From an optimization exercise on the open Yosys and OpenROAD flow, aimed at small area, a short achievable clock period and few clock cycles; shortcuts taken in it are not production practice.
Only simulation tests tie the RTL to the original design; equivalence was not proved.
Power is estimated from default activity; no workload was simulated.

===== design.v =====
module reg_file(
    input         clk,
    input  [ 4:0] waddr,
    input  [31:0] wdata,
    input  [ 4:0] raddr1,
    input  [ 4:0] raddr2,
    output [31:0] rdata1,
    output [31:0] rdata2
);
    reg [31:0] r [1:31];
    always @(posedge clk) begin
        if (waddr != 5'd0) r[waddr] <= wdata;
    end
    assign rdata1 = (raddr1 == 5'd0) ? 32'd0 : r[raddr1];
    assign rdata2 = (raddr2 == 5'd0) ? 32'd0 : r[raddr2];
endmodule
module muldiv(
    input         clk,
    input         resetn,
    input         start,         
    input         start_div,
    input         start_sgn,
    input  [31:0] x,             
    input  [31:0] y,             
    input         mthi,          
    input         mtlo,
    input  [31:0] mtval,
    output [31:0] hi,
    output [31:0] lo,
    output        busy_nl        
);
    reg [31:0] H, L, M;
    reg [ 5:0] cnt;
    reg        busy, isdiv, sgn, negq, negr;
    reg  last, neg_l, neg_m, neg_h, negph, dstep, msub;
    wire [5:0] cnt_n   = start ? 6'd0 : cnt + 6'd1;
    wire       isdiv_n = start ? start_div : isdiv;
    wire       sgn_n   = start ? start_sgn : sgn;
    always @(posedge clk) begin
        if (start | busy) begin
            last  <= isdiv_n ? (cnt_n == 6'd35) : (cnt_n == 6'd31);
            neg_l <= isdiv_n & ((cnt_n == 6'd0) | (cnt_n == 6'd34));
            neg_m <= isdiv_n & (cnt_n == 6'd1);
            neg_h <= isdiv_n & (cnt_n == 6'd35);
            negph <= isdiv_n & ((cnt_n == 6'd0) | (cnt_n == 6'd1) | (cnt_n == 6'd34) | (cnt_n == 6'd35));
            dstep <= isdiv_n & ~((cnt_n == 6'd0) | (cnt_n == 6'd1) | (cnt_n == 6'd34) | (cnt_n == 6'd35));
            msub  <= sgn_n & (cnt_n == 6'd31);
        end
    end
    assign busy_nl = busy & ~last;
    assign hi = H;
    assign lo = L;
    wire [32:0] mext = {sgn & M[31], M};
    wire [32:0] a_in = negph ? 33'd0 :
                       isdiv ? {H, L[31]} : {sgn & H[31], H};
    wire [32:0] b_in = neg_l ? ~{1'b0, L} :
                       neg_m ? ~{1'b0, M} :
                       neg_h ? ~{1'b0, H} :
                       isdiv ? ~{1'b0, M} :
                       (L[0] ? (msub ? ~mext : mext) : 33'd0);
    wire        c_in = negph | isdiv | (L[0] & msub);
    wire [33:0] sum  = {1'b0, a_in} + {1'b0, b_in} + {33'd0, c_in};
    wire        q    = sum[33];
    always @(posedge clk) begin
        if (~resetn) begin
            busy <= 1'b0;
        end else if (start) begin
            busy <= 1'b1;
        end else if (last) begin
            busy <= 1'b0;
        end
    end
    always @(posedge clk) begin
        if (start) begin
            H     <= 32'd0;
            L     <= start_div ? x : y;
            M     <= start_div ? y : x;
            cnt   <= 6'd0;
            isdiv <= start_div;
            sgn   <= start_sgn;
            negq  <= start_sgn & (x[31] ^ y[31]);
            negr  <= start_sgn & x[31];
        end else if (mthi) begin
            H <= mtval;
        end else if (mtlo) begin
            L <= mtval;
        end else if (busy) begin
            cnt <= cnt + 6'd1;
            if (~isdiv) begin
                H <= sum[32:1];
                L <= {sum[0], L[31:1]};
            end else if (dstep) begin
                H <= q ? sum[31:0] : {H[30:0], L[31]};
                L <= {L[30:0], q};
            end else begin
                if (cnt == 6'd0  && sgn  && L[31]) L <= sum[31:0];
                if (cnt == 6'd1  && sgn  && M[31]) M <= sum[31:0];
                if (cnt == 6'd34 && negq)          L <= sum[31:0];
                if (cnt == 6'd35 && negr)          H <= sum[31:0];
            end
        end
    end
endmodule
module mycpu_top(
    input  resetn,
    input  clk,
    output        inst_sram_en,
    output [ 3:0] inst_sram_wen,
    output [31:0] inst_sram_addr,
    output [31:0] inst_sram_wdata,
    input  [31:0] inst_sram_rdata,
    output        data_sram_en,
    output [ 3:0] data_sram_wen,
    output [31:0] data_sram_addr,
    output [31:0] data_sram_wdata,
    input  [31:0] data_sram_rdata,
    output [31:0] debug_wb_pc,
    output [ 3:0] debug_wb_rf_wen,
    output [ 4:0] debug_wb_rf_wnum,
    output [31:0] debug_wb_rf_wdata
);
    assign inst_sram_en    = 1'b1;
    assign inst_sram_wen   = 4'b0;
    assign inst_sram_wdata = 32'b0;
    assign data_sram_en    = 1'b1;
    reg  [31:0] pc_f1, pc_f2;
    reg         f2v;
    reg         id_v;
    reg         id_pred;     
    reg  [31:0] id_ir, id_pc;
    reg  [31:0] id_ra, id_rb;    
    reg  [ 4:0] ex_dest;
    reg  [31:0] ex_a, ex_b, ex_st, ex_pc;
    reg  [ 4:0] ex_sa;
    reg         ex_add, ex_sub, ex_slt, ex_sltu, ex_and, ex_or, ex_xor, ex_nor;
    reg         ex_sll, ex_srl, ex_sra, ex_mfhi, ex_mflo;
    reg         ex_ld, ex_st_en, ex_md, ex_div, ex_sgn, ex_mthi, ex_mtlo;
    reg         ex_cin;      
    reg         ex_addsub;   
    reg         ex_slow;     
    reg  [ 2:0] ex_w;        
    reg  [ 4:0] m1_dest;
    reg  [31:0] m1_res, m1_pc, m1_wdata;
    reg  [ 3:0] m1_wen;
    reg         m1_ld;
    reg  [ 2:0] m1_w;
    reg  [ 4:0] m2_dest;
    reg  [31:0] m2_res, m2_pc, m2_old;
    reg         m2_ld;
    reg  [ 2:0] m2_w;
    reg  [ 4:0] wb_dest;
    reg  [31:0] wb_val, wb_pc;
    reg  [ 3:0] wb_wen;
    wire [ 5:0] op = id_ir[31:26];
    wire [ 4:0] rs = id_ir[25:21];
    wire [ 4:0] rt = id_ir[20:16];
    wire [ 4:0] rd = id_ir[15:11];
    wire [ 5:0] fn = id_ir[5:0];
    wire [15:0] imm = id_ir[15:0];
    wire is_r      = (op == 6'd0);
    wire is_regimm = (op == 6'd1);
    wire is_j      = (op == 6'd2);
    wire is_jal    = (op == 6'd3);
    wire is_beq    = (op == 6'd4);
    wire is_bne    = (op == 6'd5);
    wire is_blez   = (op == 6'd6);
    wire is_bgtz   = (op == 6'd7);
    wire is_immalu = (op[5:3] == 3'b001);
    wire is_lui    = (op == 6'd15);
    wire is_load   = (op[5:3] == 3'b100);
    wire is_store  = (op[5:3] == 3'b101);
    wire is_lwlr   = is_load & (op[1:0] == 2'b10);
    wire r_jr   = is_r & (fn[5:1] == 5'b00100);
    wire r_jalr = is_r & (fn == 6'b001001);
    wire r_mfhi = is_r & (fn == 6'b010000);
    wire r_mflo = is_r & (fn == 6'b010010);
    wire r_mthi = is_r & (fn == 6'b010001);
    wire r_mtlo = is_r & (fn == 6'b010011);
    wire r_md   = is_r & (fn[5:2] == 4'b0110);
    wire r_shift = is_r & (fn[5:3] == 3'b000);
    wire link    = is_jal | r_jalr | (is_regimm & rt[4]);
    wire is_bj   = is_regimm | is_j | is_jal | is_beq | is_bne | is_blez | is_bgtz | r_jr;
    wire uses_rs = ~(is_j | is_jal | is_lui);
    wire uses_rt = is_r | is_beq | is_bne | is_store | is_lwlr;
    wire [4:0] dest = is_r ? rd :
                      (is_immalu | is_load) ? rt :
                      link ? 5'd31 : 5'd0;
    wire [31:0] rf_a, rf_b;
    wire [31:0] ex_res;
    wire [31:0] m2_val;
    reg  [31:0] ld_val;
    wire rs_nz = (rs != 5'd0);
    wire rt_nz = (rt != 5'd0);
    wire a_ex = rs_nz & (rs == ex_dest);
    wire a_m1 = rs_nz & (rs == m1_dest);
    wire a_m2 = rs_nz & (rs == m2_dest);
    wire a_wb = rs_nz & (rs == wb_dest);
    wire b_ex = rt_nz & (rt == ex_dest);
    wire b_m1 = rt_nz & (rt == m1_dest);
    wire b_m2 = rt_nz & (rt == m2_dest);
    wire b_wb = rt_nz & (rt == wb_dest);
    wire [31:0] ra = a_m1 ? m1_res : a_m2 ? m2_res : a_wb ? wb_val : id_ra;
    wire [31:0] rb = b_m1 ? m1_res : b_m2 ? m2_res : b_wb ? wb_val : id_rb;
    wire [31:0] ex_fres;
    wire [31:0] va = a_ex ? ex_res : ra;
    wire [31:0] vb = b_ex ? ex_res : rb;
    wire [31:0] ba = a_ex ? ex_fres : ra;
    wire a_m2ld = a_m2 & m2_ld & ~a_ex & ~a_m1;
    wire b_m2ld = b_m2 & m2_ld & ~b_ex & ~b_m1;
    wire [31:0] fa = a_m2ld ? ld_val : va;
    wire [31:0] fb = b_m2ld ? ld_val : vb;
    wire is_beqne = is_beq | is_bne;
    wire ld_haz = (uses_rs & ((a_ex & ex_ld) | (a_m1 & m1_ld))) |
                  (uses_rt & ((b_ex & ex_ld) | (b_m1 & m1_ld))) |
                  (is_bj & ((uses_rs & a_m2ld) | (uses_rt & b_m2ld))) |
                  (is_bj & uses_rs & a_ex & ex_slow & ~(is_beqne & ex_addsub)) |
                  (is_beqne & b_ex & ex_slow & ~ex_addsub);
    wire md_busy_nl;
    wire md_haz = (r_mfhi | r_mflo | r_mthi | r_mtlo) & (md_busy_nl | ex_md);
    wire br_haz = is_bj & ~f2v;
    wire id_stall = id_v & (ld_haz | md_haz | br_haz);
    wire id_go    = id_v & ~id_stall;
    wire [31:0] cmp_c = a_ex ? rb : ra;
    wire [32:0] cmp_k = {(ex_a & ex_b) | ((ex_a | ex_b) & ~cmp_c), ex_cin};
    wire        sum_eq = ((ex_a ^ ex_b ^ cmp_c) == cmp_k[31:0]);
    wire        ex_eq  = ex_addsub ? sum_eq : (ex_fres == cmp_c);
    wire eq     = (a_ex & b_ex) ? 1'b1 : (a_ex | b_ex) ? ex_eq : (ra == rb);
    wire a_zero = (ba == 32'd0);
    wire taken  = is_j | is_jal | r_jr |
                  (is_beq & eq) | (is_bne & ~eq) |
                  (is_blez & (ba[31] | a_zero)) | (is_bgtz & ~(ba[31] | a_zero)) |
                  (is_regimm & (ba[31] ^ rt[0]));
    wire [29:0] br_off = id_pred ? 30'd1 : {{14{imm[15]}}, imm};
    wire [31:0] br_tgt = {id_pc[31:2] + br_off + 30'd1, id_pc[1:0]};
    wire [31:0] target = r_jr ? ba :
                         (is_j | is_jal) ? {4'hb, id_ir[25:0], 2'b00} : br_tgt;
    wire zext = (op == 6'd12) | (op == 6'd13) | (op == 6'd14);
    wire [31:0] immv = is_lui ? {imm, 16'd0} :
                       zext   ? {16'd0, imm} : {{16{imm[15]}}, imm};
    wire [31:0] opa = link ? id_pc : is_lui ? 32'd0 : fa;
    wire [31:0] opb = link ? 32'd8 : is_r ? fb : immv;
    wire f_add  = is_load | is_store | link | (op == 6'd8) | (op == 6'd9) |
                  (is_r & (fn[5:1] == 5'b10000));
    wire f_sub  = is_r & (fn[5:1] == 5'b10001);
    wire f_slt  = (op == 6'd10) | (is_r & (fn == 6'b101010));
    wire f_sltu = (op == 6'd11) | (is_r & (fn == 6'b101011));
    wire f_and  = (op == 6'd12) | (is_r & (fn == 6'b100100));
    wire f_or   = (op == 6'd13) | is_lui | (is_r & (fn == 6'b100101));
    wire f_xor  = (op == 6'd14) | (is_r & (fn == 6'b100110));
    wire f_nor  = is_r & (fn == 6'b100111);
    wire f_sll  = r_shift & (fn[1:0] == 2'b00);
    wire f_cmp  = f_sub | f_slt | f_sltu;
    wire f_srl  = r_shift & (fn[1:0] == 2'b10);
    wire f_sra  = r_shift & (fn[1:0] == 2'b11);
    assign inst_sram_addr = pc_f1;
    wire [31:0] fi     = inst_sram_rdata;
    wire        f_isj  = (fi[31:27] == 5'b00001);
    wire        f_isb  = ((fi[31:26] == 6'd1) | (fi[31:28] == 4'b0001)) & fi[15];
    wire        f_pred = f2v & (f_isj | f_isb);
    wire [16:0] f_lo    = {1'b0, pc_f1[17:2]} + {1'b0, fi[15:0]};
    wire [13:0] f_hi_m1 = pc_f1[31:18] - 14'd1;
    wire [31:0] f_btgt  = {f_lo[16] ? pc_f1[31:18] : f_hi_m1, f_lo[15:0], pc_f1[1:0]};
    wire [31:0] f_tgt   = f_isj ? {4'hb, fi[25:0], 2'b00} : f_btgt;
    wire        redirect = id_v & (id_pred ? ~taken : taken);
    wire [31:0] red_tgt  = target;
    always @(posedge clk) begin
        pc_f2 <= pc_f1;
        if (~resetn) begin
            pc_f1 <= 32'hbfc00000;
            f2v   <= 1'b0;
            id_v  <= 1'b0;
            id_pred <= 1'b0;
        end else if (id_stall) begin
            if (f2v) begin
                pc_f1 <= pc_f2;
                f2v   <= 1'b0;
                id_pred <= 1'b0;
            end else begin
                pc_f1 <= pc_f1 + 32'd4;
                f2v   <= 1'b1;
            end
        end else begin
            id_v <= f2v;
            id_pred <= f_pred;
            if (redirect) begin
                pc_f1 <= red_tgt;
                f2v   <= 1'b0;
            end else if (f_pred) begin
                pc_f1 <= f_tgt;
                f2v   <= 1'b1;
            end else begin
                pc_f1 <= pc_f1 + 32'd4;
                f2v   <= 1'b1;
            end
        end
    end
    wire [4:0] f_rs = fi[25:21];
    wire [4:0] f_rt = fi[20:16];
    always @(posedge clk) begin
        if (~id_stall) begin
            id_ir <= inst_sram_rdata;
            id_pc <= pc_f2;
            id_ra <= (wb_dest != 5'd0 && wb_dest == f_rs) ? wb_val : rf_a;
            id_rb <= (wb_dest != 5'd0 && wb_dest == f_rt) ? wb_val : rf_b;
        end else begin
            if (a_wb) id_ra <= wb_val;
            if (b_wb) id_rb <= wb_val;
        end
    end
    always @(posedge clk) begin
        if (~resetn | ~id_go) begin
            ex_dest  <= 5'd0;
            ex_ld    <= 1'b0;
            ex_st_en <= 1'b0;
            ex_md    <= 1'b0;
            ex_mthi  <= 1'b0;
            ex_mtlo  <= 1'b0;
        end else begin
            ex_dest  <= dest;
            ex_ld    <= is_load;
            ex_st_en <= is_store;
            ex_md    <= r_md;
            ex_mthi  <= r_mthi;
            ex_mtlo  <= r_mtlo;
        end
    end
    always @(posedge clk) begin
        begin
            ex_a    <= opa;
            ex_b    <= opb ^ {32{f_cmp}};
            ex_cin  <= f_cmp;
            ex_addsub <= f_add | f_sub;
            ex_slow <= f_add | f_sub | f_slt | f_sltu | r_shift;
            ex_st   <= fb;
            ex_pc   <= id_pc;
            ex_sa   <= fn[2] ? fa[4:0] : id_ir[10:6];
            ex_add  <= f_add;
            ex_sub  <= f_sub;
            ex_slt  <= f_slt;
            ex_sltu <= f_sltu;
            ex_and  <= f_and;
            ex_or   <= f_or;
            ex_xor  <= f_xor;
            ex_nor  <= f_nor;
            ex_sll  <= f_sll;
            ex_srl  <= f_srl;
            ex_sra  <= f_sra;
            ex_mfhi <= r_mfhi;
            ex_mflo <= r_mflo;
            ex_div  <= fn[1];
            ex_sgn  <= ~fn[0];
            ex_w    <= op[2:0];
        end
    end
    wire [31:0] hi, lo;
    wire [32:0] sum   = {1'b0, ex_a} + {1'b0, ex_b} + {32'd0, ex_cin};
    wire        slt_r = (ex_a[31] & ex_b[31]) | ((ex_a[31] ^ ex_b[31]) & sum[31]);
    wire        sltu_r = ~sum[32];
    reg  [31:0] sh_in, sh_rev;
    wire [31:0] sh_out = $signed({ex_sra & ex_b[31], sh_in}) >>> ex_sa;
    integer k;
    always @(*) begin
        for (k = 0; k < 32; k = k + 1) begin
            sh_in[k]  = ex_sll ? ex_b[31-k] : ex_b[k];
            sh_rev[k] = sh_out[31-k];
        end
    end
    wire [31:0] sll_r = sh_rev;
    wire [31:0] sr_r  = sh_out;
    assign ex_fres = ({32{ex_and}}  & (ex_a & ex_b)) |
                     ({32{ex_or}}   & (ex_a | ex_b)) |
                     ({32{ex_xor}}  & (ex_a ^ ex_b)) |
                     ({32{ex_nor}}  & ~(ex_a | ex_b)) |
                     ({32{ex_mfhi}} & hi) |
                     ({32{ex_mflo}} & lo);
    assign ex_res = ex_fres |
                    ({32{ex_add | ex_sub}} & sum[31:0]) |
                    ({32{ex_slt}}  & {31'd0, slt_r}) |
                    ({32{ex_sltu}} & {31'd0, sltu_r}) |
                    ({32{ex_sll}}  & sll_r) |
                    ({32{ex_srl | ex_sra}} & sr_r);
    wire [1:0] ea = sum[1:0];
    reg  [3:0] st_wen;
    reg [31:0] st_data;
    always @(*) begin
        case (ex_w)
            3'd0:    st_wen = 4'b0001 << ea;                  
            3'd1:    st_wen = 4'b0011 << ea;                  
            3'd2:    st_wen = 4'b1111 >> (2'd3 - ea);         
            3'd6:    st_wen = 4'b1111 << ea;                  
            default: st_wen = 4'b1111;                        
        endcase
        if (ex_w == 3'd2) st_data = ex_st >> {(2'd3 - ea), 3'b000};
        else              st_data = ex_st << {ea, 3'b000};
    end
    muldiv md(
        .clk      (clk),
        .resetn   (resetn),
        .start    (ex_md),
        .start_div(ex_div),
        .start_sgn(ex_sgn),
        .x        (ex_a),
        .y        (ex_b),
        .mthi     (ex_mthi),
        .mtlo     (ex_mtlo),
        .mtval    (ex_a),
        .hi       (hi),
        .lo       (lo),
        .busy_nl  (md_busy_nl)
    );
    always @(posedge clk) begin
        if (~resetn) begin
            m1_dest <= 5'd0;
            m1_wen  <= 4'd0;
            m1_ld   <= 1'b0;
        end else begin
            m1_dest <= ex_dest;
            m1_wen  <= ex_st_en ? st_wen : 4'd0;
            m1_ld   <= ex_ld;
        end
        m1_res   <= ex_res;
        m1_pc    <= ex_pc;
        m1_wdata <= ex_st_en ? st_data : ex_st;
        m1_w     <= ex_w;
    end
    assign data_sram_addr  = m1_res;
    assign data_sram_wen   = m1_wen;
    assign data_sram_wdata = m1_wdata;
    always @(posedge clk) begin
        if (~resetn) begin
            m2_dest <= 5'd0;
            m2_ld   <= 1'b0;
        end else begin
            m2_dest <= m1_dest;
            m2_ld   <= m1_ld;
        end
        m2_res <= m1_res;
        m2_pc  <= m1_pc;
        m2_old <= m1_wdata;
        m2_w   <= m1_w;
    end
    wire [ 1:0] la = m2_res[1:0];
    wire [31:0] md_ = data_sram_rdata;
    wire [ 7:0] lbyte = la[1] ? (la[0] ? md_[31:24] : md_[23:16]) : (la[0] ? md_[15:8] : md_[7:0]);
    wire [15:0] lhalf = la[1] ? md_[31:16] : md_[15:0];
    reg  [ 3:0] ld_wen;
    always @(*) begin
        ld_wen = 4'b1111;
        case (m2_w)
            3'd0: ld_val = {{24{lbyte[7]}}, lbyte};      
            3'd4: ld_val = {24'd0, lbyte};               
            3'd1: ld_val = {{16{lhalf[15]}}, lhalf};     
            3'd5: ld_val = {16'd0, lhalf};               
            3'd2: begin                                  
                case (la)
                    2'd0: begin ld_val = {md_[7:0],  m2_old[23:0]}; ld_wen = 4'b1000; end
                    2'd1: begin ld_val = {md_[15:0], m2_old[15:0]}; ld_wen = 4'b1100; end
                    2'd2: begin ld_val = {md_[23:0], m2_old[7:0]};  ld_wen = 4'b1110; end
                    default: ld_val = md_;
                endcase
            end
            3'd6: begin                                  
                case (la)
                    2'd1: begin ld_val = {m2_old[31:24], md_[31:8]};  ld_wen = 4'b0111; end
                    2'd2: begin ld_val = {m2_old[31:16], md_[31:16]}; ld_wen = 4'b0011; end
                    2'd3: begin ld_val = {m2_old[31:8],  md_[31:24]}; ld_wen = 4'b0001; end
                    default: ld_val = md_;
                endcase
            end
            default: ld_val = md_;                       
        endcase
    end
    assign m2_val = m2_ld ? ld_val : m2_res;
    always @(posedge clk) begin
        if (~resetn) wb_dest <= 5'd0;
        else         wb_dest <= m2_dest;
        wb_val <= m2_val;
        wb_pc  <= m2_pc;
        wb_wen <= m2_ld ? ld_wen : 4'b1111;
    end
    reg_file rf(
        .clk   (clk),
        .waddr (wb_dest),
        .wdata (wb_val),
        .raddr1(f_rs),
        .raddr2(f_rt),
        .rdata1(rf_a),
        .rdata2(rf_b)
    );
    assign debug_wb_pc       = wb_pc;
    assign debug_wb_rf_wen   = wb_wen;
    assign debug_wb_rf_wnum  = wb_dest;
    assign debug_wb_rf_wdata = wb_val;
endmodule

===== flow/run.sh =====
#!/bin/bash
set -euo pipefail
bash standard.sh SETUP_SLACK_MARGIN=7.5 finish > standard_make.log 2>&1

===== standard.sh =====
#!/bin/bash
# synth_recipe.tcl (not shown) runs the flow's synth.tcl, then flattens the netlist and writes it again
# the make line also repeats each setting of config.mk as NAME=value (left out here)
make -C /OpenROAD-flow-scripts/flow DESIGN_CONFIG=/design/flow/config.mk WORK_HOME=/design/flow/orfs CLKGATE_MAP_FILE= SYNTH_SCRIPT=/design/flow/synth_recipe.tcl "${@:-finish}"

===== config.mk =====
export PLATFORM = sky130hd
export DESIGN_NAME = mycpu_top
export DESIGN_NICKNAME = mycpu_top
export VERILOG_FILES = /design/flow/design.v
export SDC_FILE = /design/flow/constraint.sdc
export NUM_CORES = 4
export LEC_CHECK = 0
export CAP_MARGIN = 20
export CORE_MARGIN = 2
export CORE_UTILIZATION = 65
export PLACE_DENSITY = 0.75
export SLEW_MARGIN = 20

===== constraint.sdc =====
create_clock -name core_clock -period 12.0 [get_ports {clk}]
set_input_delay 2.4000 -clock core_clock [delete_from_list [all_inputs] [get_ports {clk}]]
set_output_delay 2.4000 -clock core_clock [all_outputs]
set_load 0.01 [all_outputs]

==> results.txt, run 1 <==
Adder-Cell Fraction of Synth Area: 2.780%
Post-synthesis compound-gate area fraction: 14.42%
Die H: 384.3 um
Stop err: [ERROR GRT-0232] Routing congestion too high. Check the congestion heatmap in the GUI.
Synth async-reset ratio: 0%
Xor/xnor share of the synthesized area: 2.905%
Largest net degree at the start of global routing: 81
Mapped Cells: 7916
Hold bufs inserted after CTS: 0
Total congestion overflow: 19
CTS buffer count: 177
Stage reached: global routing
Cell Rows: 139
Post-detail-place hpwl: 267500 um
H-tree depth: 4
CTS sink count: 1752
CTS Root Cell: clkbuf_16
GR Util All Layers: 74.14%
Initial Util: 65.43%
Mux contribution to synthesized area: 18.50%
Post-synthesis sequential area ratio: 49.34%
Status: stopped before the end
Largest family of logic cells by synthesized area: multiplexers
Placed inst area: 98610 um2
Avg Synthesized Cell Area: 11.87 um2
Placed Cells: 9690
Yosys warning count: 3
Synth Area in Simple Gates: 8.330%
Most used DFF post-synth: edfxtp_1
Routability cong.: 1.097
Die Wd: 384.3 um
CTS Buffer Depth: 3
I/O Buffers: 238
Number of synthesized flops with an enable pin: 1129
Mapped Area: 93990 um2
Synth cell types: 97
Synthesis-stage register bit count: 1752
IO Pins: 277
[per-layer routing]
layer | GRT overflow | track usage (%)
met3 | 0 | 57.30
met4 | 8 | 72.92
met2 | 10 | 90.48
met5 | 0 | 26.51
met1 | 1 | 75.85
[power by group through the flow]
stage | Combinational, mW | Clock (mW) | Sequential, mW
detailed placement | 3.17 | 0 | 7.38
global placement | 3.11 | 0 | 7.38
floorplan | 1.73 | 0 | 7.31
CTS | 3.48 | 6.03 | 7.27
[cell families after synthesis]
| logic type | Yosys count |
|---|---|
| AO/OA/AOI/OAI | 2022 |
| flip-flops | 1752 |
| AND/OR/NAND/NOR | 1713 |
| multiplexers | 1088 |
| buffers and inverters | 852 |
| XOR/XNOR | 301 |
| adder cells (fa/ha/maj) | 186 |
| other | 2 |
[per-stage QoR]
step / util (%) / setup slack, ns
after floorplan: - / 6.736
after global placement: 68.63 / 5.355
after detailed placement: 68.64 / 5.227
after CTS: 76.74 / 6.450
[Yosys cell counts, types with 30 or more instances]
master,count,share of area (%)
nand3_1,117,0.62
nand2_1,485,1.9
xor2_1,140,1.3
a221oi_1,122,1.1
nor2_1,632,2.5
a31oi_1,46,0.31
inv_1,206,0.82
a211oi_1,100,0.80
nor2b_1,33,0.22
ha_1,148,2.0
buf_4,46,0.37
a21oi_1,412,2.2
clkbuf_1,459,1.8
buf_1,99,0.40
xnor2_1,156,1.5
o221ai_1,68,0.63
nor3_1,90,0.48
edfxtp_1,1129,36
mux2_2,81,0.97
o22ai_1,76,0.51
o21ai_0,490,2.6
a21o_1,41,0.33
o211ai_1,123,0.98
or3_1,34,0.23
mux4_2,510,12
and2_1,43,0.29
a2111oi_0,30,0.28
mux2i_1,496,5.3
nand4_1,73,0.49
a22oi_1,120,0.96
nand2b_1,41,0.27
and3_1,40,0.27
o21a_1,43,0.34
dfxtp_1,623,13
o31ai_1,40,0.32
a221o_1,75,0.80
fa_1,38,0.81
[worst max path at each step]
| stage | endpoint | slack (ns) | cells past startpoint |
|---|---|---|---|
| floorplan | pc_f1[30] | 6.74 | 18 |
| CTS | pc_f1[23] | 6.45 | 24 |
| detailed placement | md.H[23] | 5.23 | 22 |
| global placement | md.H[23] | 5.35 | 22 |
[what timing repair did]
action                                  in CTS
endpoints found under the setup margin     386
pin swaps                                  182
gates resized for setup                    710
cloned                                      40
buffers inserted                           193
Testbench counts, summed over its fixed seeds: cycles 31,838.
==> inputs of run 2 (changes only) <==
--- a/design.v
+++ b/design.v
@@ -191,12 +191,4 @@
     reg  [31:0] ld_val;
-    wire rs_nz = (rs != 5'd0);
-    wire rt_nz = (rt != 5'd0);
-    wire a_ex = rs_nz & (rs == ex_dest);
-    wire a_m1 = rs_nz & (rs == m1_dest);
-    wire a_m2 = rs_nz & (rs == m2_dest);
-    wire a_wb = rs_nz & (rs == wb_dest);
-    wire b_ex = rt_nz & (rt == ex_dest);
-    wire b_m1 = rt_nz & (rt == m1_dest);
-    wire b_m2 = rt_nz & (rt == m2_dest);
-    wire b_wb = rt_nz & (rt == wb_dest);
+    reg  a_ex, a_m1, a_m2, a_wb;
+    reg  b_ex, b_m1, b_m2, b_wb;
     wire [31:0] ra = a_m1 ? m1_res : a_m2 ? m2_res : a_wb ? wb_val : id_ra;
@@ -308,2 +300,26 @@
         end
+    end
+    wire       f_rs_nz = (f_rs != 5'd0);
+    wire       f_rt_nz = (f_rt != 5'd0);
+    wire [4:0] ex_dest_n = id_go ? dest : 5'd0;
+    always @(posedge clk) begin
+        if (~id_stall) begin
+            a_ex <= f_rs_nz & (f_rs == ex_dest_n);
+            a_m1 <= f_rs_nz & (f_rs == ex_dest);
+            a_m2 <= f_rs_nz & (f_rs == m1_dest);
+            a_wb <= f_rs_nz & (f_rs == m2_dest);
+            b_ex <= f_rt_nz & (f_rt == ex_dest_n);
+            b_m1 <= f_rt_nz & (f_rt == ex_dest);
+            b_m2 <= f_rt_nz & (f_rt == m1_dest);
+            b_wb <= f_rt_nz & (f_rt == m2_dest);
+        end else begin
+            a_ex <= 1'b0;
+            a_m1 <= a_ex;
+            a_m2 <= a_m1;
+            a_wb <= a_m2;
+            b_ex <= 1'b0;
+            b_m1 <= b_ex;
+            b_m2 <= b_m1;
+            b_wb <= b_m2;
+        end
     end
--- a/config.mk
+++ b/config.mk
@@ -9,4 +9,5 @@
 export CORE_MARGIN = 2
-export CORE_UTILIZATION = 65
-export PLACE_DENSITY = 0.75
+export CORE_UTILIZATION = 40
+export PLACE_DENSITY = 0.6
+export SETUP_SLACK_MARGIN = 0.2
 export SLEW_MARGIN = 20
==> results.txt, run 2 <==
Number of synthesized flops with an enable pin: 1129 (unchanged)
NumNets Final: 8669
Via Count: 77840
Most common cell in the netlist: edfxtp_1
Drt first pass iters: 6
GR Util All Layers: 34.97%
Mapped Cells: 8034 (+1.5%)
Initial DRC count: 10540
DRC viols: 0
Avg WL per Cell: 37.39 um
Hold Startpoint: ex_pc[18]
CORE AREA: 235400 um2
Die Wd: 490.6 um (+28%)
Vias per inst: 6.625
Commonest non-fill, non-tap cell in the layout: edfxtp_1
Max-cap viol count: 0
Critical path's most frequent cell: inv_1
Hold bufs inserted after CTS: 0 (unchanged)
Worst skew pair latency: 0.92 ns
Reg2reg start: ex_a[28]
Setup crit start kind: register
Initial Util: 40.23% (-25 points)
Initial antenna violation count: 32
WP buf/inv: 4
Top-area cell type share of the netlist area: 35.80% (-0.27 points)
VDD IR max: 130.0 uV
Most used DFF post-synth: edfxtp_1
IO Pins: 277 (unchanged)
Routability cong.: 1.035 (-5.7%)
Met3 wire length: 42690 um
Setup_tns: 0 ns
CTS Buffer Depth: 3 (unchanged)
Final worst slack: 6.899 ns
Mux contribution to synthesized area: 18.48% (-0.019 points)
DR top layer: met5
Area grow syn2layout: 21.14%
Synth cell count leaders: edfxtp_1 (1129), dfxtp_1 (631), nor2_1 (605)
Vias in the first global route: 73780
CTS buffer count: 193 (+9.0%)
Clk_skew: 0.06020 ns
Synth Area in Simple Gates: 8.347% (+0.017 points)
Post-Place Setup Slack: 5.125 ns (-0.1022 ns)
Final min period: 5.101 ns
Worst-path maximum fanout: 8
Delay-heaviest family, CP: simple AND/OR/NAND/NOR gates
Status: no timing/DRC/antenna violations
Wire length on met1: 163200 um
Die area: 240600 um2
Cell Rows: 178 (+28%)
Fillers: 20740
Clock transition at path regs: 0.07 ns
Aggregate routed wire length: 439300 um
I/O Buffers: 238 (unchanged)
Worst Setup End Kind: register
PwrDens: 156.4 nW/um2
Synth cell types: 100 (+3.1%)
Least-Margin Pin Slew: 1.328 ns
CTS sink count: 1760 (+0.46%)
Max-slew violations: 0
Slowest stage cell, crit path: dfxtp_2
Met2 WL: 196400 um
Max_slew headroom: 11.44%
Synth async-reset ratio: 0% (unchanged)
Synthesis-stage register bit count: 1760 (+0.46%)
Final Hold Viols: 0
CTS Root Cell: clkbuf_16
Worst Path Required: 12.81 ns
Layout cells sized above 1: 24.51%
Pleak: 41.43 nW
CP arrival: 5.91 ns
CTS tree: yes
Post-synthesis sequential area ratio: 49.14% (-0.20 points)
RSZ-0062 raised after global routing: yes
CP max stage delay: 0.52 ns
Total congestion overflow: 0
Commonest non-fill, non-tap cells in the layout: edfxtp_1 (1129), nor2_1 (553), dfxtp_1 (534)
Hold/Removal Path Class: reg -> reg
Largest net degree at the start of global routing: 108
Synth top area cells: edfxtp_1 (36%), dfxtp_1 (13%), mux4_2 (12%)
Die H: 490.6 um (+28%)
Number of flip-flops in the largest register: 992
Yosys warning count: 3 (unchanged)
Biggest register: rf.r
Critical path origin: ex_a[28]
Xor/xnor share of the synthesized area: 3.237% (+0.33 points)
Antenna violation net count after detailed routing: 0
Global-route wire length before repair: 596500 um
Post-synthesis compound-gate area fraction: 14.37% (-0.048 points)
Cell taking the most area after synthesis: edfxtp_1
CP Cell Sequence: inv_1 > ha_1 > a22oi_1 > nand3_1 > inv_1 > xnor2_1 > and4_1 > nand4_1 > o311ai_2 > o311ai_4 > buf_6 > o211a_1 > or2_4 > buf_12 > or4_4 > a311oi_2
# setup viols final: 0
Final period utilization: 42.51%
H-tree depth: 4 (unchanged)
Avg Synthesized Cell Area: 11.79 um2 (-0.73%)
Post-detail-place hpwl: 284700 um (+6.4%)
F_max: 196.0 MHz
Hold WS: 0.3172 ns
Adder-Cell Fraction of Synth Area: 2.759% (-0.021 points)
Crit Path Class: reg -> reg
Mapped Area: 94690 um2 (+0.75%)
Largest family of logic cells by synthesized area: multiplexers
[run 2: cells by family (layout without fill, tap and decap cells)]
family	count (synthesis)	in the layout
multiplexers	1122	1122
buffers and inverters	850	1358
flip-flops	1760	1760
AO/OA/AOI/OAI	2052	2052
other	2	50
adder cells (fa/ha/maj)	186	186
XOR/XNOR	350	350
AND/OR/NAND/NOR	1712	1720
[run 2: worst register-to-register path: stages (launching register included)]
cell and delay (ns):
dfxtp_2 0.52, inv_1 0.15, ha_1 0.45, a22oi_1 0.19
nand3_1 0.42, inv_1 0.43, xnor2_1 0.17, and4_1 0.42
nand4_1 0.24, o311ai_2 0.38, o311ai_4 0.15, buf_6 0.16
o211a_1 0.23, or2_4 0.26, buf_12 0.14, or4_4 0.47
a311oi_2 0.21
[run 2: cell type report]
class / count / area, um2 / area share, %
well taps: 3150 / 3941 / 3.436
diodes: 12 / 30.03 / 0.02618
clock inverters: 116 / 1276 / 1.113
flip-flops and latches: 1760 / 46730 / 40.73
repair inverters: 1 / 5.005 / 0.004363
clock buffers: 248 / 5376 / 4.687
repair buffers: 780 / 8592 / 7.490
inverters: 213 / 845.8 / 0.7373
multi-input cells: 5468 / 47920 / 41.77
[run 2: power breakdown]
group | internal [mW] | switching (mW)
Sequential | 6.96 | 0.551
Clock | 3.51 | 2.73
Combinational | 1.58 | 2.61
Total | 12.1 | 5.89
[run 2: path summary, 6_finish.rpt]
path	to	slack, ns	cells after the start
max	pc_f1[30]	6.90	16
min	m1_pc[18]	0.32	0
max reg2reg	pc_f1[30]	6.90	16
min reg2reg	m1_pc[18]	0.32	0
[run 2: what timing repair did]
item                                    in CTS  in global routing
endpoints found under the setup margin     432                193
setup buffers                              153                 99
pin swaps                                  107                167
gates resized for setup                    626                306
gates cloned                                38                 14
[run 2: metrics by stage]
| stage | utilization [%] | instance area (um2) | std cells | total power [mW] |
|---|---|---|---|---|
| final | 48.73 | 114700 | 11750 | 17.94 |
| after global routing | 48.72 | 114700 | 11740 | 18.36 |
| after CTS | 47.72 | 112300 | 11620 | 17.70 |
| after detailed placement | 42.87 | 100900 | 11070 | 11.20 |
| after global placement | 42.86 | 100900 | 11070 | 11.20 |
| after floorplan | - | 95100 | 8070 | 9.378 |
[run 2: metal layers]
metal / vias to the layer above / track usage, %
li1: 31780 / -
met1: 39540 / 44.23
met2: 5152 / 54.07
met3: 1336 / 7.122
met4: 22 / 23.77
met5: - / 0
Testbench counts of run 2, summed over its fixed seeds: cycles 31,838.
==> inputs of run 3 (changes only) <==
--- a/design.v
+++ b/design.v
@@ -29,4 +29,8 @@
     output [31:0] lo,
-    output        busy_nl        
+    output        busy_nl,       
+    output        mtb_full       
 );
+    reg [31:0] mtb;
+    reg        mtb_hi, mtb_lo;
+    assign mtb_full = mtb_hi | mtb_lo;
     reg [31:0] H, L, M;
@@ -35,8 +39,21 @@
     reg  last, neg_l, neg_m, neg_h, negph, dstep, msub;
-    wire [5:0] cnt_n   = start ? 6'd0 : cnt + 6'd1;
+    wire       negq_s  = start_sgn & (x[31] ^ y[31]);
+    wire       negr_s  = start_sgn & x[31];
+    wire [5:0] cnt_s   = ~start_div ? 6'd0 :
+                         (start_sgn & x[31]) ? 6'd0 :
+                         (start_sgn & y[31]) ? 6'd1 : 6'd2;
+    wire [5:0] cnt_b   = ~isdiv ? cnt + 6'd1 :
+                         (cnt == 6'd0)  ? ((sgn & M[31]) ? 6'd1 : 6'd2) :
+                         (cnt == 6'd33) ? (negq ? 6'd34 : 6'd35) :
+                         cnt + 6'd1;
+    wire [5:0] cnt_n   = start ? cnt_s : cnt_b;
     wire       isdiv_n = start ? start_div : isdiv;
     wire       sgn_n   = start ? start_sgn : sgn;
+    wire       negq_n  = start ? negq_s : negq;
+    wire       negr_n  = start ? negr_s : negr;
     always @(posedge clk) begin
         if (start | busy) begin
-            last  <= isdiv_n ? (cnt_n == 6'd35) : (cnt_n == 6'd31);
+            last  <= isdiv_n ? ((cnt_n == 6'd35) | ((cnt_n == 6'd34) & ~negr_n) |
+                                ((cnt_n == 6'd33) & ~negq_n & ~negr_n))
+                             : (cnt_n == 6'd31);
             neg_l <= isdiv_n & ((cnt_n == 6'd0) | (cnt_n == 6'd34));
@@ -72,2 +89,13 @@
     end
+    wire mt_hold = (mthi | mtlo) & busy & ~last;
+    always @(posedge clk) begin
+        if (~resetn | start | (busy & last)) begin
+            mtb_hi <= 1'b0;
+            mtb_lo <= 1'b0;
+        end else if (mt_hold) begin
+            mtb_hi <= mthi;
+            mtb_lo <= mtlo;
+        end
+        if (mt_hold) mtb <= mtval;
+    end
     always @(posedge clk) begin
@@ -77,13 +105,9 @@
             M     <= start_div ? y : x;
-            cnt   <= 6'd0;
+            cnt   <= cnt_n;
             isdiv <= start_div;
             sgn   <= start_sgn;
-            negq  <= start_sgn & (x[31] ^ y[31]);
-            negr  <= start_sgn & x[31];
-        end else if (mthi) begin
-            H <= mtval;
-        end else if (mtlo) begin
-            L <= mtval;
+            negq  <= negq_s;
+            negr  <= negr_s;
         end else if (busy) begin
-            cnt <= cnt + 6'd1;
+            cnt <= cnt_n;
             if (~isdiv) begin
@@ -100,2 +124,11 @@
             end
+            if (last) begin
+                if (mthi)        H <= mtval;
+                else if (mtb_hi) H <= mtb;
+                if (mtlo)        L <= mtval;
+                else if (mtb_lo) L <= mtb;
+            end
+        end else begin
+            if (mthi) H <= mtval;
+            if (mtlo) L <= mtval;
         end
@@ -125,3 +158,6 @@
     assign data_sram_en    = 1'b1;
-    reg  [31:0] pc_f1, pc_f2;
+    wire [31:0] pc_f1;
+    reg  [31:0] pc_f2;
+    reg  [31:0] pc_r, pc_s;      
+    reg         pc_sel;          
     reg         f2v;
@@ -210,3 +246,5 @@
     wire md_busy_nl;
-    wire md_haz = (r_mfhi | r_mflo | r_mthi | r_mtlo) & (md_busy_nl | ex_md);
+    wire md_mtb_full;
+    wire md_haz = ((r_mfhi | r_mflo) & (md_busy_nl | ex_md)) |
+                  ((r_mthi | r_mtlo) & (md_busy_nl | ex_md) & (md_mtb_full | ex_mthi | ex_mtlo));
     wire br_haz = is_bj & ~f2v;
@@ -220,6 +258,2 @@
     wire a_zero = (ba == 32'd0);
-    wire taken  = is_j | is_jal | r_jr |
-                  (is_beq & eq) | (is_bne & ~eq) |
-                  (is_blez & (ba[31] | a_zero)) | (is_bgtz & ~(ba[31] | a_zero)) |
-                  (is_regimm & (ba[31] ^ rt[0]));
     wire [29:0] br_off = id_pred ? 30'd1 : {{14{imm[15]}}, imm};
@@ -231,4 +265,10 @@
                        zext   ? {16'd0, imm} : {{16{imm[15]}}, imm};
-    wire [31:0] opa = link ? id_pc : is_lui ? 32'd0 : fa;
-    wire [31:0] opb = link ? 32'd8 : is_r ? fb : immv;
+    wire [31:0] ra_l = a_m2ld ? ld_val : ra;
+    wire [31:0] rb_l = b_m2ld ? ld_val : rb;
+    wire        opa_ex = a_ex & ~link & ~is_lui;
+    wire        opb_ex = b_ex & ~link & is_r;
+    wire [31:0] opa_o = link ? id_pc : is_lui ? 32'd0 : ra_l;
+    wire [31:0] opb_o = (link ? 32'd8 : is_r ? rb_l : immv) ^ {32{f_cmp}};
+    wire [31:0] opa = opa_ex ? ex_res : opa_o;
+    wire [31:0] opb = opb_ex ? (ex_res ^ {32{f_cmp}}) : opb_o;
     wire f_add  = is_load | is_store | link | (op == 6'd8) | (op == 6'd9) |
@@ -255,8 +295,16 @@
     wire [31:0] f_tgt   = f_isj ? {4'hb, fi[25:0], 2'b00} : f_btgt;
-    wire        redirect = id_v & (id_pred ? ~taken : taken);
+    wire        t_other  = is_j | is_jal | r_jr |
+                           (is_blez & (ba[31] | a_zero)) | (is_bgtz & ~(ba[31] | a_zero)) |
+                           (is_regimm & (ba[31] ^ rt[0]));
+    wire        redirect = id_go & (is_beqne ? (eq ^ is_bne ^ id_pred) : (t_other ^ id_pred));
     wire [31:0] red_tgt  = target;
+    wire [31:0] pc_inc = pc_f1 + 32'd4;
+    wire [31:0] pc_seq = id_stall ? (f2v ? pc_f2 : pc_inc) : (f_pred ? f_tgt : pc_inc);
+    assign pc_f1 = pc_sel ? pc_r : pc_s;
     always @(posedge clk) begin
         pc_f2 <= pc_f1;
+        pc_r  <= red_tgt;
         if (~resetn) begin
-            pc_f1 <= 32'hbfc00000;
+            pc_s   <= 32'hbfc00000;
+            pc_sel <= 1'b0;
             f2v   <= 1'b0;
@@ -264,23 +312,11 @@
             id_pred <= 1'b0;
-        end else if (id_stall) begin
-            if (f2v) begin
-                pc_f1 <= pc_f2;
-                f2v   <= 1'b0;
-                id_pred <= 1'b0;
-            end else begin
-                pc_f1 <= pc_f1 + 32'd4;
-                f2v   <= 1'b1;
-            end
         end else begin
-            id_v <= f2v;
-            id_pred <= f_pred;
-            if (redirect) begin
-                pc_f1 <= red_tgt;
-                f2v   <= 1'b0;
-            end else if (f_pred) begin
-                pc_f1 <= f_tgt;
-                f2v   <= 1'b1;
-            end else begin
-                pc_f1 <= pc_f1 + 32'd4;
-                f2v   <= 1'b1;
+            pc_s   <= pc_seq;
+            pc_sel <= redirect;
+            f2v   <= ~redirect & ~(id_stall & f2v);
+            if (~id_stall) begin
+                id_v    <= f2v;
+                id_pred <= f_pred;
+            end else if (f2v) begin
+                id_pred <= 1'b0;
             end
@@ -345,3 +381,3 @@
             ex_a    <= opa;
-            ex_b    <= opb ^ {32{f_cmp}};
+            ex_b    <= opb;
             ex_cin  <= f_cmp;
@@ -349,3 +385,3 @@
             ex_slow <= f_add | f_sub | f_slt | f_sltu | r_shift;
-            ex_st   <= fb;
+            ex_st   <= b_ex ? ex_res : rb_l;
             ex_pc   <= id_pc;
@@ -424,3 +460,4 @@
         .lo       (lo),
-        .busy_nl  (md_busy_nl)
+        .busy_nl  (md_busy_nl),
+        .mtb_full (md_mtb_full)
     );
==> flow/run.sh (replaced) <==
#!/bin/bash
set -euo pipefail
bash standard.sh SETUP_SLACK_MARGIN=7.6 finish > standard_make.log 2>&1
--- a/config.mk
+++ b/config.mk
@@ -10,4 +10,6 @@
 export CORE_UTILIZATION = 40
+export CTS_CLUSTER_DIAMETER = 100
+export CTS_CLUSTER_SIZE = 30
 export PLACE_DENSITY = 0.6
-export SETUP_SLACK_MARGIN = 0.2
 export SLEW_MARGIN = 20
+export TNS_END_PERCENT = 10
==> results.txt, run 3 <==
PwrDens: 138.2 nW/um2 (-12%)
Commonest non-fill, non-tap cells in the layout: edfxtp_1 (1165), dfxtp_1 (609), nor2_1 (606)
CTS Buffer Depth: 3 (unchanged)
DRC viols: 0 (unchanged)
Synth cell count leaders: edfxtp_1 (1165), dfxtp_1 (662), nor2_1 (658)
Final core occ: 45.62% (-3.1 points)
Worst reg-to-reg path cell count: 11 (-5)
Largest net degree at the start of global routing: 173 (+60%)
Crit Path Class: in -> reg
Final non-filler cell total: 12300 (+4.7%)
Yosys warning count: 3 (unchanged)
Commonest non-fill, non-tap cell in the layout: edfxtp_1
VDD IR max: 115.0 uV (-12%)
Mapped Cells: 8783 (+9.3%)
Final period utilization: 39.96% (-2.6 points)
Max-slew violations: 0 (unchanged)
Synth cell types: 108 (+8.0%)
Final worst slack: 7.205 ns (+0.3060 ns)
Via Count: 82160 (+5.6%)
Biggest register: rf.r
Synth top area cells: edfxtp_1 (35%), dfxtp_1 (13%), mux4_2 (9.6%)
IO Pins: 277 (unchanged)
Number of flip-flops in the largest register: 992 (unchanged)
Mapped Area: 99620 um2 (+5.2%)
CTS sink count: 1827 (+3.8%)
Hold/Removal Path Class: reg -> reg
Placed Cells: 11940 (+7.9%)
Final Hold Viols: 0 (unchanged)
CTS buffer count: 88 (-54%)
Global-route wire length before repair: 600300 um (+0.64%)
# setup viols final: 0 (unchanged)
Die H: 503.0 um (+2.5%)
Post-Place Setup Slack: 5.692 ns (+0.5676 ns)
R2r setup slk: 7.28 ns (+0.38 ns)
Worst Path Required: 12.66 ns (-0.15 ns)
Synth async-reset ratio: 0% (unchanged)
Worst setup endpoint: ex_b[3]
Vias per inst: 6.679 (+0.81%)
Fillers: 22660 (+9.3%)
Vias in the first global route: 76630 (+3.9%)
Aggregate routed wire length: 435000 um (-0.96%)
Max_slew headroom: 15.34% (+3.9 points)
Number of synthesized flops with an enable pin: 1165 (+3.2%)
Area grow syn2layout: 13.67%
Reg2reg start: ex_sll
H-tree depth: 3 (-1)
CTS tree: yes
Initial antenna violation count: 38 (+19%)
Avg WL per Cell: 35.37 um (-5.4%)
Avg Synthesized Cell Area: 11.34 um2 (-3.8%)
Post-synthesis sequential area ratio: 48.42% (-0.72 points)
Top-area cell type share of the netlist area: 35.12% (-0.69 points)
Hold bufs inserted after CTS: 0 (unchanged)
Max-cap viol count: 0 (unchanged)
Initial Util: 40.14% (-0.089 points)
Cell Rows: 183 (+2.8%)
Die Wd: 503.0 um (+2.5%)
Pleak: 39.76 nW (-4.0%)
Initial DRC count: 12400 (+18%)
Worst skew pair latency: 0.83 ns (-0.09 ns)
GR Util All Layers: 33.20% (-1.8 points)
RSZ-0062 raised after global routing: yes
Clk_skew: 0.05172 ns (-0.008476 ns)
Cell taking the most area after synthesis: edfxtp_1
CTS Root Cell: clkbuf_16
Status: no timing/DRC/antenna violations
F_max: 208.5 MHz (+6.4%)
Least-Margin Pin Slew: 1.257 ns (-0.07177 ns)
Drt first pass iters: 10 (+4)
NumNets Final: 9134 (+5.4%)
Final min period: 4.795 ns (-0.3060 ns)
Post-detail-place hpwl: 289800 um (+1.8%)
Die area: 253100 um2 (+5.2%)
Synthesis-stage register bit count: 1827 (+3.8%)
Worst-path maximum fanout: 6 (-2)
Most common cell in the netlist: edfxtp_1
Antenna violation net count after detailed routing: 0 (unchanged)
Worst R2R End: ex_b[14]
Routability cong.: 1.074 (+3.8%)
Setup crit start kind: input pin
Clock transition at path regs: 0.12 ns (+0.05 ns)
Layout cells sized above 1: 18.36% (-6.1 points)
CORE AREA: 248200 um2 (+5.4%)
I/O Buffers: 238 (unchanged)
Critical path origin: data_sram_rdata[3]
Most used DFF post-synth: edfxtp_1
Setup_tns: 0 ns (unchanged)
Total congestion overflow: 0 (unchanged)
CP arrival: 5.46 ns (-0.45 ns)
Worst Setup End Kind: register
[run 3: changes by cell type after synthesis, moves of 49 or more]
cell | previous run | this run
a21oi_1 | 449 | 512
buf_2 | 28 | 93
inv_1 | 205 | 267
mux2i_1 | 495 | 586
mux4_2 | 484 | 424
nand2_1 | 498 | 613
nor2_1 | 605 | 658
o21ai_0 | 469 | 545
xor2_1 | 157 | 108
[run 3: logic make-up after synthesis]
kind of cell             synth area share (%)
XOR/XNOR                                2.734
multiplexers                            17.11
other                                0.007539
AO/OA/AOI/OAI                           15.77
buffers and inverters                   4.024
AND/OR/NAND/NOR                         9.307
adder cells (fa/ha/maj)                 2.622
flip-flops                              48.42
[run 3: metrics by stage]
| step | instance area (um2) | total power, mW | hold WS [ns] |
|---|---|---|---|
| 2_1_floorplan | 99930 | 9.693 | 0.3096 |
| 3_3_place_gp | 105800 | 11.43 | 0.3127 |
| 3_5_place_dp | 105900 | 11.46 | 0.3121 |
| 4_1_cts | 111900 | 15.43 | 0.3327 |
| 5_1_grt | 113200 | 16.03 | 0.3338 |
| 6_report | 113200 | 15.65 | 0.3340 |
[run 3: worst max-delay path, stage by stage]
cell and delay, ns:
clkdlybuf4s50_1 0.52, mux2_2 0.32, o21ai_0 0.25, a21oi_1 0.10, o22ai_1 0.76, nand2_1 0.10, o21ai_0 0.11, a21oi_1 0.19
a221oi_2 0.40, xnor2_1 0.30
[run 3: how the worst min path moves through the flow]
stage,from,end,slack (ns),cells after the start
after floorplan,ex_pc[0],m1_pc[0],0.31,0
after global placement,m1_w[1],m2_w[1],0.31,0
after detailed placement,ex_pc[14],m1_pc[14],0.31,0
after CTS,m1_pc[0],m2_pc[0],0.33,0
after global routing,m1_pc[0],m2_pc[0],0.33,0
final,m1_pc[0],m2_pc[0],0.33,0
[run 3: power breakdown]
part	switching (mW)	internal, mW
logic	2.64	1.44
clock network	2.35	1.57
registers	0.448	7.21
total	5.44	10.2
[run 3: routing by layer]
metal	up-vias	wire, um	global-route usage (%)
li1	33900	-	-
met3	1160	49070	7.533
met4	26	30190	18.56
met2	5816	189200	50.08
met1	41250	166400	44.13
met5	-	182	0
[run 3: final cells by class]
class	count	area (um2)	share of cell area [%]
Tap cell	3330	4167	3.680
Multi-Input combinational cell	6016	50020	44.17
Antenna cell	17	42.54	0.03757
Timing Repair Buffer	670	6497	5.738
Sequential cell	1827	48350	42.70
Clock buffer	115	2410	2.128
Inverter	279	1064	0.9392
Clock inverter	46	684.4	0.6044
[run 3: repair_timing]
action | in CTS | in global routing
setup buffers | 105 | 58
resized for setup | 446 | 205
endpoints found under the setup margin | 425 | 383
pin swaps | 66 | 60
gates cloned | 13 | 3
Testbench counts of run 3, summed over its fixed seeds: cycles 30,300.

## static timing again, ports no longer ideal
Ports are ideal in the flow. The routed layouts listed here were re-timed in OpenROAD. Step 1 (the two cells are an assumption about what drives the block):
set clk [get_ports {clk}]
set_driving_cell -lib_cell sky130_fd_sc_hd__clkbuf_16 $clk
set_driving_cell -lib_cell sky130_fd_sc_hd__buf_2 [delete_from_list [all_inputs] $clk]
Step 2, shift: input delay + t, output delay - t, t = (earliest + latest rising clock arrival at the registers) / 2. This alone moves slack from input paths to output paths. a / b / c = ideal / step 1 / step 2; a / b = the first two.
run | shift t [ns] | setup slack, ns | latest minus earliest clock arrival (ns) | worst register clock-pin slew, ns
run 2 | 0.975 | 6.899 / 6.899 / 6.300 | 0.061 / 0.062 | 0.07 / 0.07
run 3 | 0.901 | 7.205 / 7.188 / 6.373 | 0.057 / 0.057 | 0.12 / 0.12
After both steps setup and hold are still met in every run listed. The setup slack of run 3, which loses most, moves by -0.017 ns with the drivers and by -0.832 ns with both steps.
